This is an optimization exercise on Yosys and OpenROAD, whose aim is small area, not a production implementation. Function was checked by simulation only, so behaviour that the tests miss may differ from the original. The clock port is modelled as an ideal driver; clocking choices that lean on that would not hold on a real chip. Power and IR drop assume default switching activity.

$ cat flow/design.v
module timer_top (
    input  wire        sys_clk,
    input  wire        sys_rst_n,
    input  wire        tim_psel,
    input  wire        tim_pwrite,
    input  wire        tim_penable,
    input  wire [11:0] tim_paddr,
    input  wire [31:0] tim_pwdata,
    input  wire [3:0]  tim_pstrb,
    output wire        tim_pready,
    output wire [31:0] tim_prdata,
    output wire        tim_pslverr,
    output wire        tim_int,
    input  wire        dbg_mode
);
    reg  acc;
    wire sel_en = tim_psel & tim_penable;
    assign tim_pready = acc & sel_en;
    always @(posedge sys_clk) acc <= sel_en & ~acc;
    wire wr = tim_pready & tim_pwrite;
    wire       a_ok = (tim_paddr[11:5] == 7'd0) & (tim_paddr[1:0] == 2'd0);
    wire [2:0] ix   = tim_paddr[4:2];
    wire s_tcr   = a_ok & (ix == 3'd0);
    wire s_tdr0  = a_ok & (ix == 3'd1);
    wire s_tdr1  = a_ok & (ix == 3'd2);
    wire s_tcmp0 = a_ok & (ix == 3'd3);
    wire s_tcmp1 = a_ok & (ix == 3'd4);
    wire s_tier  = a_ok & (ix == 3'd5);
    wire s_tisr  = a_ok & (ix == 3'd6);
    wire s_thcsr = a_ok & (ix == 3'd7);
    reg        en, den;
    reg  [3:1] dv_hi;
    reg        ndv0;        
    wire [3:0] dv = {dv_hi, ~ndv0};
    reg [31:0] ncmp0, ncmp1;    
    reg        ie, hreq, st;
    reg [63:0] cnt;
    wire dv_bad = tim_pwdata[11] & (|tim_pwdata[10:8]);
    wire chg    = (tim_pstrb[0] & (tim_pwdata[1] ^ den)) |
                  (tim_pstrb[1] & (tim_pwdata[11:8] != dv));
    wire bad    = (en & chg) | (tim_pstrb[1] & dv_bad);
    wire w_tcr  = wr & s_tcr;
    assign tim_pslverr = w_tcr & bad;
    always @(posedge sys_clk or negedge sys_rst_n) begin
        if (!sys_rst_n) begin
            en  <= 1'b0;
            den <= 1'b0;
            dv_hi <= 3'd0;
            ndv0  <= 1'b0;
        end else if (w_tcr & ~bad) begin
            if (tim_pstrb[0]) begin
                en  <= tim_pwdata[0];
                den <= tim_pwdata[1];
            end
            if (tim_pstrb[1]) begin
                dv_hi <= tim_pwdata[11:9];
                ndv0  <= ~tim_pwdata[8];
            end
        end
    end
    integer b;
    always @(posedge sys_clk or negedge sys_rst_n) begin
        if (!sys_rst_n) begin
            ncmp0 <= 32'd0;
            ncmp1 <= 32'd0;
        end else begin
            for (b = 0; b < 4; b = b + 1) begin
                if (wr & s_tcmp0 & tim_pstrb[b]) ncmp0[8*b +: 8] <= ~tim_pwdata[8*b +: 8];
                if (wr & s_tcmp1 & tim_pstrb[b]) ncmp1[8*b +: 8] <= ~tim_pwdata[8*b +: 8];
            end
        end
    end
    always @(posedge sys_clk or negedge sys_rst_n) begin
        if (!sys_rst_n) begin
            ie   <= 1'b0;
            hreq <= 1'b0;
        end else begin
            if (wr & s_tier  & tim_pstrb[0]) ie   <= tim_pwdata[0];
            if (wr & s_thcsr & tim_pstrb[0]) hreq <= tim_pwdata[0];
        end
    end
    wire halt = hreq & dbg_mode;
    reg en_d;
    always @(posedge sys_clk) en_d <= en;
    wire clear = en_d & ~en;
    reg [7:0] pre;
    wire act = en & den;
    always @(posedge sys_clk) begin
        if (!act) pre <= 8'd0;
        else if (!halt) pre <= pre + 8'd1;
    end
    wire [7:0] mask;
    genvar k;
    generate
        for (k = 0; k < 8; k = k + 1) begin : g_mask
            assign mask[k] = (dv > k);
        end
    endgenerate
    wire lim = &(pre | ~mask);
    wire cnt_en = en & ~halt & (~den | lim);
    wire w0  = wr & s_tdr0;
    wire w1  = wr & s_tdr1;
    wire inc = cnt_en & ~w0 & ~w1;
    wire [7:0]  blk1, pblk, tblk;
    wire [63:0] tgl;
    genvar j;
    generate
        for (k = 0; k < 8; k = k + 1) begin : g_blk
            assign blk1[k] = &cnt[8*k +: 8];
            if (k == 0) begin : g_first
                assign pblk[k] = 1'b1;
            end else begin : g_next
                assign pblk[k] = pblk[k-1] & blk1[k-1];
            end
            assign tblk[k] = inc & pblk[k];
            for (j = 0; j < 8; j = j + 1) begin : g_bit
                if (j == 0) begin : g_lsb
                    assign tgl[8*k] = tblk[k];
                end else begin : g_up
                    assign tgl[8*k+j] = tgl[8*k+j-1] & cnt[8*k+j-1];
                end
            end
        end
    endgenerate
    wire [7:0]  bsel = {{4{w1}} & tim_pstrb, {4{w0}} & tim_pstrb} | {8{clear}};
    wire [31:0] wdat = tim_pwdata & {32{~clear}};
    always @(posedge sys_clk or negedge sys_rst_n) begin
        if (!sys_rst_n) begin
            cnt <= 64'd0;
        end else begin
            for (b = 0; b < 8; b = b + 1)
                cnt[8*b +: 8] <= bsel[b] ? wdat[8*(b%4) +: 8] : (cnt[8*b +: 8] ^ tgl[8*b +: 8]);
        end
    end
    wire match = &(cnt ^ {ncmp1, ncmp0});
    always @(posedge sys_clk or negedge sys_rst_n) begin
        if (!sys_rst_n) st <= 1'b0;
        else if (wr & s_tisr & tim_pwdata[0]) st <= 1'b0;
        else if (match) st <= 1'b1;
    end
    assign tim_int = st & ie;
    assign tim_prdata =
          ({32{s_tcr}}   & {20'd0, dv, 6'd0, den, en})
        | ({32{s_tdr0}}  & cnt[31:0])
        | ({32{s_tdr1}}  & cnt[63:32])
        | ({32{s_tcmp0}} & ~ncmp0)
        | ({32{s_tcmp1}} & ~ncmp1)
        | ({32{s_tier}}  & {31'd0, ie})
        | ({32{s_tisr}}  & {31'd0, st})
        | ({32{s_thcsr}} & {30'd0, halt, hreq});
endmodule
$ cat flow/flow/run.sh
#!/bin/bash
# Layout flow: the standard synthesis, then an area-oriented re-mapping
# of the combinational logic only (flip-flops, their names and cell types are
# kept), then the standard ORFS flow with small port buffers and a clock tree
# of small buffers.
set -euo pipefail
HERE=$(pwd)
RES=$HERE/orfs/results/sky130hd/timer_top/base
LIB=$FLOW_HOME/platforms/sky130hd/lib/sky130_fd_sc_hd__tt_025C_1v80.lib
export BUFFER_PORTS_ARGS="-buffer_cell sky130_fd_sc_hd__buf_1"
export CTS_ARGS="-sink_clustering_enable -repair_clock_nets -dont_use_dummy_load -buf_list sky130_fd_sc_hd__clkbuf_4"
export POST_CTS_TCL=$HERE/flow/post_cts.tcl

# 1. standard synthesis, up to the netlist
bash standard.sh $RES/1_2_yosys.v > synth.log 2>&1
cp $RES/1_2_yosys.v $HERE/netlist_standard.v

# 2. re-map the combinational logic: a few ABC scripts in parallel, keeping
#    the smallest result whose estimated delay stays well inside the period
CANDS=(
  "&deepsyn,-I,3,-T,30;&sopb;&dsdb;&dch,-f;&nf,-p,-R,1000"
  "&deepsyn,-I,3,-T,30,-S,11;&sopb;&dsdb;&dch,-f;&nf,-p,-R,1000"
  "&deepsyn,-I,3,-T,30,-S,5;&sopb;&dsdb;&dch,-f;&nf,-p,-R,1000"
  "&syn2;&dch,-f;&nf,-R,1000"
)
for i in "${!CANDS[@]}"; do
  sed -e "s#@LIB@#$LIB#g" -e "s#@IN@#$HERE/netlist_standard.v#g" \
      -e "s#@OUT@#$HERE/netlist_remap_$i.v#g" -e "s#@STAT@#$HERE/remap_stat_$i.txt#g" \
      -e "s#@ABCSCRIPT@#$HERE/abc_$i.script#g" $HERE/flow/remap.ys > $HERE/remap_run_$i.ys
  printf '%s\n' strash "&get -n" "&st" ${CANDS[$i]//;/ } "&put" topo stime | tr ',' ' ' > $HERE/abc_$i.script
  (yosys -s $HERE/remap_run_$i.ys > remap_$i.log 2>&1 || true) &
done
wait
BEST=""; BEST_AREA=""
for i in "${!CANDS[@]}"; do
  [[ -f $HERE/netlist_remap_$i.v ]] || continue
  AREA=$(grep "Chip area" $HERE/remap_stat_$i.txt | awk '{print $NF}' || true)
  DELAY=$(grep -o "Delay = *[0-9.]* ps" remap_$i.log | tail -1 | awk '{print $3}' || true)
  [[ -n "$AREA" && -n "$DELAY" ]] || continue
  echo "remap candidate $i: area $AREA, delay $DELAY ps, script ${CANDS[$i]}" | tee -a remap_choice.log
  if awk -v d="$DELAY" 'BEGIN { exit !(d <= 3600) }'; then
    if [[ -z "$BEST" ]] || awk -v a="$AREA" -v b="$BEST_AREA" 'BEGIN { exit !(a < b) }'; then
      BEST=$i; BEST_AREA=$AREA
    fi
  fi
done
[[ -n "$BEST" ]]
echo "remap choice: candidate $BEST ($BEST_AREA um2)" | tee -a remap_choice.log
cp $HERE/netlist_remap_$BEST.v $RES/1_2_yosys.v
touch $RES/1_2_yosys.v

# 3. the rest of the standard flow
bash standard.sh > standard.log 2>&1
$ cat flow/flow/post_cts.tcl
estimate_parasitics -placement
set limit 0.105
set changed 0
foreach inst [get_cells -filter "ref_name == sky130_fd_sc_hd__clkbuf_4"] {
  set name [get_full_name $inst]
  set net [get_nets -of_objects [get_pins $name/X]]
  set worst 0
  foreach pin [get_pins -of_objects $net -filter "direction == input"] {
    if { [get_property $pin name] != "CLK" } { continue }
    set s [get_property $pin slew_max]
    if { $s > $worst } { set worst $s }
  }
  if { $worst > $limit } {
    replace_cell $inst sky130_fd_sc_hd__clkbuf_8
    incr changed
    puts "post_cts: upsized $name (slew [format %.3f $worst] ns)"
  }
}
puts "post_cts: upsized $changed clock buffers"
if { $changed > 0 } {
  detailed_placement
  check_placement -verbose
  estimate_parasitics -placement
}
$ cat flow/flow/remap.ys
# Re-map the combinational cells of the standard synthesis netlist for area.
# Flip-flop instances are kept as black boxes, so their names, cell types and
# connections do not change.
read_liberty -ignore_miss_func @LIB@
read_verilog @IN@
hierarchy -top timer_top
setattr -mod -set keep_hierarchy 1 sky130_fd_sc_hd__df*
flatten
hierarchy -top timer_top
blackbox sky130_fd_sc_hd__df*
opt -purge
abc -liberty @LIB@ -dont_use sky130_fd_sc_hd__probe_p_8 -dont_use sky130_fd_sc_hd__probec_p_8 -dont_use sky130_fd_sc_hd__lpflow_bleeder_1 -dont_use sky130_fd_sc_hd__lpflow_clkbufkapwr_1 -dont_use sky130_fd_sc_hd__lpflow_clkbufkapwr_16 -dont_use sky130_fd_sc_hd__lpflow_clkbufkapwr_2 -dont_use sky130_fd_sc_hd__lpflow_clkbufkapwr_4 -dont_use sky130_fd_sc_hd__lpflow_clkbufkapwr_8 -dont_use sky130_fd_sc_hd__lpflow_clkinvkapwr_1 -dont_use sky130_fd_sc_hd__lpflow_clkinvkapwr_16 -dont_use sky130_fd_sc_hd__lpflow_clkinvkapwr_2 -dont_use sky130_fd_sc_hd__lpflow_clkinvkapwr_4 -dont_use sky130_fd_sc_hd__lpflow_clkinvkapwr_8 -dont_use sky130_fd_sc_hd__lpflow_decapkapwr_12 -dont_use sky130_fd_sc_hd__lpflow_decapkapwr_3 -dont_use sky130_fd_sc_hd__lpflow_decapkapwr_4 -dont_use sky130_fd_sc_hd__lpflow_decapkapwr_6 -dont_use sky130_fd_sc_hd__lpflow_decapkapwr_8 -dont_use sky130_fd_sc_hd__lpflow_inputiso0n_1 -dont_use sky130_fd_sc_hd__lpflow_inputiso0p_1 -dont_use sky130_fd_sc_hd__lpflow_inputiso1n_1 -dont_use sky130_fd_sc_hd__lpflow_inputiso1p_1 -dont_use sky130_fd_sc_hd__lpflow_inputisolatch_1 -dont_use sky130_fd_sc_hd__lpflow_isobufsrc_1 -dont_use sky130_fd_sc_hd__lpflow_isobufsrc_16 -dont_use sky130_fd_sc_hd__lpflow_isobufsrc_2 -dont_use sky130_fd_sc_hd__lpflow_isobufsrc_4 -dont_use sky130_fd_sc_hd__lpflow_isobufsrc_8 -dont_use sky130_fd_sc_hd__lpflow_isobufsrckapwr_16 -dont_use sky130_fd_sc_hd__lpflow_lsbuf_lh_hl_isowell_tap_1 -dont_use sky130_fd_sc_hd__lpflow_lsbuf_lh_hl_isowell_tap_2 -dont_use sky130_fd_sc_hd__lpflow_lsbuf_lh_hl_isowell_tap_4 -dont_use sky130_fd_sc_hd__lpflow_lsbuf_lh_isowell_4 -dont_use sky130_fd_sc_hd__lpflow_lsbuf_lh_isowell_tap_1 -dont_use sky130_fd_sc_hd__lpflow_lsbuf_lh_isowell_tap_2 -dont_use sky130_fd_sc_hd__lpflow_lsbuf_lh_isowell_tap_4  -script @ABCSCRIPT@
opt_clean -purge
read_liberty -lib -ignore_redef @LIB@
hilomap -singleton -hicell sky130_fd_sc_hd__conb_1 HI -locell sky130_fd_sc_hd__conb_1 LO
insbuf -buf sky130_fd_sc_hd__buf_4 A X
splitnets
opt_clean -purge
hierarchy -top timer_top
tee -o @STAT@ stat -liberty @LIB@
check -assert -mapped
write_verilog -noattr -nohex -nodec @OUT@
$ cat flow/standard.sh
#!/bin/bash
# synth_recipe.tcl (not shown) runs the flow's synth.tcl, then flattens the netlist and writes it again
# the make line also repeats each setting of config.mk as NAME=value (left out here)
make -C /OpenROAD-flow-scripts/flow DESIGN_CONFIG=/design/flow/config.mk WORK_HOME=/design/flow/orfs CLKGATE_MAP_FILE= SYNTH_SCRIPT=/design/flow/synth_recipe.tcl "${@:-finish}"
$ cat flow/config.mk
export PLATFORM = sky130hd
export DESIGN_NAME = timer_top
export DESIGN_NICKNAME = timer_top
export VERILOG_FILES = /design/flow/design.v
export SDC_FILE = /design/flow/constraint.sdc
export NUM_CORES = 4
export LEC_CHECK = 0
export CAP_MARGIN = 20
export CORE_MARGIN = 2
export CORE_UTILIZATION = 75
export PLACE_DENSITY = 0.8
export SLEW_MARGIN = 20
$ cat flow/constraint.sdc
create_clock -name core_clock -period 5.0 [get_ports {sys_clk}]
set_input_delay 1.0000 -clock core_clock [delete_from_list [all_inputs] [get_ports {sys_clk}]]
set_output_delay 1.0000 -clock core_clock [all_outputs]
set_load 0.01 [all_outputs]
==> results.txt <==
==> through the flow <==
stage	hold slack [ns]	cells	instance area [µm²]
after floorplan	0.382	872	7640
after global placement	0.390	1108	8280
after detailed placement	0.408	1108	8280
after global routing	0.443	1125	8440
final	0.423	1125	8440
==> power breakdown <==
part / leakage, µW / switching, µW / internal [µW]
clock network: 0.0000886 / 391 / 188
logic: 0.00134 / 55.8 / 15.9
registers: 0.00199 / 0.664 / 1190
==> how the worst max path moves through the flow <==
| stage | endpoint | slack [ns] | from | cells after the start |
|---|---|---|---|---|
| after floorplan | tim_prdata[10] | 0.26 | tim_paddr[5] | 6 |
| after global placement | tim_prdata[1] | 0.66 | tim_paddr[5] | 8 |
| after detailed placement | tim_prdata[8] | 0.49 | tim_paddr[5] | 8 |
| after global routing | tim_prdata[8] | 0.18 | tim_paddr[5] | 8 |
| final | tim_prdata[8] | 0.31 | tim_paddr[5] | 8 |
==> cell type report <==
cell class / count / area share (%)
clock buffer: 17 / 1.81
inverter: 2 / 0.0890
multi-input combinational: 723 / 47.7
sequential: 147 / 43.0
tap: 133 / 1.97
timing repair buffer: 103 / 5.44
==> layer usage <==
layer	part of all wire (%)	track usage, %	vias up
met5	0	0	-
met4	7.7	30.0	0
li1	-	-	3494
met2	43	79.6	957
met3	16	19.2	274
met1	32	65.3	3909
==> state kept, by name, summed over array words and instances (netlist names), 3 cells and up <==
name,count
ncmp1,32
dv_hi,3
cnt,64
ncmp0,32
pre,8
==> impl_results.md <==
* Syn-to-layout area delta at 10.5%
* R2r setup slk at 1.57 ns
* Antenna violation net count after detailed routing at 0
* WL/cell at 24.7 µm
* Rows at 36
* Crit end category: output port
* CP max FO at 20
* Crit Reg-Reg Startpoint: dv_hi[2]
* Core area at 9820 µm²
* Rel. slew slack at 25.1%
* Layout Nets at 1048
* Worst R2R Path Depth at 11
* Setup_tns at 0 ns
* Hold Path Class: reg2reg
* Max Fclk at 0.213 GHz
* Final period util at 93.9%
* Ant diodes at 0
* DIE HEIGHT at 105 µm
* Most used cell, CP: buf_1
* I/O pin cnt at 89
* Routability cong. at 1.23
* Hold endpoint: acc
* Gr ovfl total at 0
* Post-layout minimum cycle time at 4.69 ns
* Worst R2R End: cnt[61]
* Fin worst setup slack at 0.305 ns
* Worst path top cell family by delay: simple AND/OR/NAND/NOR gates
* Reg clk slew, reported paths at 0.11 ns
* Ys Warns at 1
* Post-Syn Nets at 926
* Clk_skew at 0.0455 ns
* CTS Sinks at 147
* Crit path launch type: input port
* Status: timing/DRC/antenna clean
* Iteration-0 DRC Markers at 1882
* Hold Crit Start: acc
* Vias in the first global route at 8501
* Buffers & Inverters on Critical Path at 3
* Detailed Place HPWL at 19.7 mm
* Leak at 0.00342 µW
* Worst Hold Depth at 1
* First-pass GRT wire length at 44.6 mm
* Register area at 3630 µm²
* Post-DR vias/cell at 7.67
* Critical path, cell by cell: buf_1 > or4_1 > nor3_1 > nand3b_1 > or2_1 > buf_4 > o211ai_1 > buf_1
* Final slew viol count at 0
* Max VDD drop at 0.214 mV
* Die area at 11000 µm²
* MaxCap Viol Count at 0
* WP data arrival at 3.69 ns
* Leading cell type in the layout, fill and taps excluded: nand2_1
* DR vias at 8634
* Crit Path Class: in2out
* Multi-input combinational cell area at 4020 µm²
* PwrDens at 218 nW/µm²
* Layout cell share with drive strength beyond 1 at 3.83%
* Final setup violating endpoints at 0
* Routed WL at 27.8 mm
* Synth Instances at 872
* Power after layout at 1840 µW
* Largest net degree at the start of global routing at 70
* Input/output buffers at 88
* Worst-margin pin slew at 1.12 ns
* Global Route Usage Sum at 52.6%
* Max incr delay on CP at 0.63 ns
* DRC at 0
* Final Hold Violating Endpoints at 0
* CP max-delay cell: or2_1
* Initial core utilization at 77.8%
* Skew-Pair Late Insertion Delay at 0.62 ns
* Mean Syn Cell Area at 8.76 µm²
* Fill count at 562
* Die extent in x at 105 µm
* CTS tree: yes
* Req. time, crit path at 4.00 ns
* Final core occ at 85.9%
* Most frequent cells in the layout: nand2_1 (158), dfrtp_1 (137), nor2_1 (99)
* First-pass detailed-route iteration total at 22
* Antenna violations before repair at 0
* Post-Syn Area at 7640 µm²
* Pre-CTS setup slack at 0.494 ns
* RSZ-0062 raised after global routing: false

[re-timing with driven ports]
How much do the figures lean on ideal ports? The routed layout below was timed once more, with nothing changed but the port constraints.
Step 1 (the two cells are an assumption about what drives the block):
set clk [get_ports {sys_clk}]
set_driving_cell -lib_cell sky130_fd_sc_hd__clkbuf_16 $clk
set_driving_cell -lib_cell sky130_fd_sc_hd__buf_2 [delete_from_list [all_inputs] $clk]
Step 2, shift: input delay + t, output delay - t, t = (earliest + latest rising clock arrival at the registers) / 2. This alone moves slack from input paths to output paths.
Slacks: no drivers / after step 1 / after step 2; pairs: no drivers / after step 1.
t (ns): 0.641
setup WS [ns]: 0.305 / 0.286 / 0.161
pins driven straight from the clock port: 1
After both steps this run still meets setup and hold. For this run, drivers alone change the setup slack by -0.019 ns; drivers and shift together by -0.144 ns.
